Background: an optimization exercise with open tools, aiming at a short achievable clock period and few clock cycles. Do not read the settings as production practice. Power is estimated from default activity; no workload was simulated.

==> flow/design.v (excerpt) <==
module computer(
    input clk, rstd,
    output [7:0]  imem_addr,
    input  [31:0] imem_data,
    output [7:0]  dmem_addr,
    output [31:0] dmem_wdata,
    output [3:0]  dmem_we,
    input  [31:0] dmem_rdata
);
For scale: ~1600 flip-flops, about 80000 sq um of cells after synthesis.
export LEC_CHECK = 0
export ABC_CLOCK_PERIOD_IN_PS = 2500
export CAP_MARGIN = 20
export CORE_MARGIN = 2
export CORE_UTILIZATION = 40
export SLEW_MARGIN = 20
create_clock -name core_clock -period 10.0 [get_ports {clk}]
standard.sh (not shown) runs the stock make flow with config.mk's settings and CLKGATE_MAP_FILE= SYNTH_SCRIPT=/design/flow/synth_recipe.tcl, a recipe that flattens the netlist after the stock synthesis.
==> flow/flow/run.sh <==
#!/bin/bash
set -euo pipefail
MARGIN=${MARGIN:-7}
bash standard.sh SETUP_SLACK_MARGIN=$MARGIN finish > orfs_flow.log 2>&1
Rerun with:
--- a/flow/design.v
+++ b/flow/design.v
@@ -192,46 +192,46 @@
     wire [31:0] fpc = boot ? 32'd0 : r_jr ? r_a : r_cond ? r_btgt : r_pcp1;
     assign dmem_addr  = m_daddr;
     assign dmem_wdata = m_sdata;
     assign dmem_we    = m_swe;
     wire [31:0] m_ld = (m_ltype == 2'd0) ? dmem_rdata
                      : (m_ltype == 2'd1) ? {{16{dmem_rdata[15]}}, dmem_rdata[15:0]}
                      : {{24{dmem_rdata[7]}}, dmem_rdata[7:0]};
     assign m_val = m_load ? m_ld : m_res;
     always @(posedge clk or negedge rstd) begin
         if (!rstd) begin
             fa <= 8'd0;
+            fa_o <= 8'd0;
             boot <= 1'b1;
             ras <= 8'd0;
             bht <= 64'd0;
             u_we <= 1'b0;
             d_valid <= 1'b0;
             e_valid <= 1'b0;
             m_rw <= 1'b0;
+            m_swe <= 4'd0;
             w_rw <= 1'b0;
         end else begin
             boot <= 1'b0;
             fa <= fa_n;
+            fa_o <= fa_n;
             if (e_valid && e_jal) ras <= e_pcp1[7:0];
             u_we <= e_valid && e_cbr;
             if (u_we) bht[u_idx] <= u_flip;
             if (redirect) d_valid <= 1'b0;
             else if (!stall) d_valid <= 1'b1;
             e_valid <= d_valid && !redirect && !stall;
             m_rw <= e_valid && e_rw;
+            m_swe <= e_valid ? e_swe : 4'd0;
             w_rw <= m_rw;
         end
-    end
-    always @(posedge clk) begin
-        fa_o <= rstd ? fa_n : 8'd0;
-        m_swe <= (rstd && e_valid) ? e_swe : 4'd0;
     end
     always @(posedge clk) begin
         if (!stall) begin
             d_ins <= imem_data;
             d_rtype <= p_rtype;
             d_iimm <= p_iimm;
             d_lui <= p_lui;
             d_ld <= p_ld;
             d_st <= p_st;
             d_cbr <= f_cbr;
             d_jal <= p_jal;
Synthesized cell count went down slightly.
Sequential power went down slightly.
Hold slack stays flat.
Register-to-register slack stays flat.
Total power went up by a few percent.
Setup slack barely changes.
Utilization went up by 1.2 points.
Wire length went up slightly.
No run of this note included a check of the RTL's function; only the layout flow was run.

--- another note on this design; it stands on its own ---

== v59 ==
// computer
module computer(
    input clk, rstd,
    output [7:0]  imem_addr,
    input  [31:0] imem_data,
    output [7:0]  dmem_addr,
    output [31:0] dmem_wdata,
    output [3:0]  dmem_we,
    input  [31:0] dmem_rdata
);
Settings: LEC_CHECK=0, ABC_CLOCK_PERIOD_IN_PS=2500, CAP_MARGIN=20, CORE_MARGIN=2, CORE_UTILIZATION=55, CTS_CLUSTER_DIAMETER=80, CTS_CLUSTER_SIZE=30, SLEW_MARGIN=20; clock period 10.0 ns.
standard.sh (not shown) runs the stock make flow with config.mk's settings and CLKGATE_MAP_FILE= SYNTH_SCRIPT=/design/flow/synth_recipe.tcl, a recipe that flattens the netlist after the stock synthesis.
==> flow/flow/run.sh <==
#!/bin/bash
set -euo pipefail
MARGIN=${MARGIN:-7}
bash standard.sh SETUP_SLACK_MARGIN=$MARGIN finish > orfs_flow.log 2>&1
Edits applied to the flow inputs when going from v59 to v50:
Settings: CTS_CLUSTER_DIAMETER no longer set, was 80; CTS_CLUSTER_SIZE no longer set, was 30; CORE_UTILIZATION now 40, was 55.
==> comparison <==
- Taking v59 as the reference, in v50 well tap count increased by 39% relative to the old numbers, H-tree level count went up 1, overall track demand over capacity in global routing shows a reduction of 10 points, clock group share of total power climbed 8.9 points.
## Diff of input files: v55 against v50
Settings: changing CORE_UTILIZATION from 40 to 55.
Results
Changes observed in v55 relative to v50: worst setup slack dropped 0.019 ns, clock-buffer cell count shows an increase of about 2.8%, all-layer global routing usage increased by 11 points relative to the old numbers.
v55 against v50: tap cell count moved down; final cell count without fillers lost 776.
No functional check of the RTL was part of any run of this note.

==> static timing again, ports no longer ideal <==
Ports are ideal in the flow. The routed layouts listed here were re-timed in OpenROAD. Step 1: set_driving_cell puts a clkbuf_16 on clk and a buf_2 on each other input, an assumption about the parent block. Step 2, shift: input delay + t, output delay - t, t = (earliest + latest rising clock arrival at the registers) / 2. This alone moves slack from input paths to output paths. Three values: ideal, step 1, step 2; two values: the first two.
| run | t, ns | setup WS [ns] | worst setup path at the end | worst data-port slew with drivers (ns) | pins driven straight from the clock port |
|---|---|---|---|---|---|
| the first run of note 1 | 0.939 | 6.342 / 6.342 / 5.572 | input to register | 0.05 | 1 |
| the second run of note 1 | 0.933 | 6.339 / 6.339 / 5.610 | input to register | 0.06 | 1 |
| v59 | 0.805 | 6.380 / 6.380 / 5.839 | input to register | 0.12 | 1 |
| v50 | 0.926 | 6.426 / 6.426 / 5.746 | input to register | 0.09 | 1 |
| v55 | 0.862 | 6.407 / 6.407 / 5.886 | input to register | 0.13 | 1 |
After both steps setup and hold are still met in every run listed. The setup slack of the first run of note 1, which loses most, moves by 0.000 ns with the drivers and by -0.770 ns with both steps.
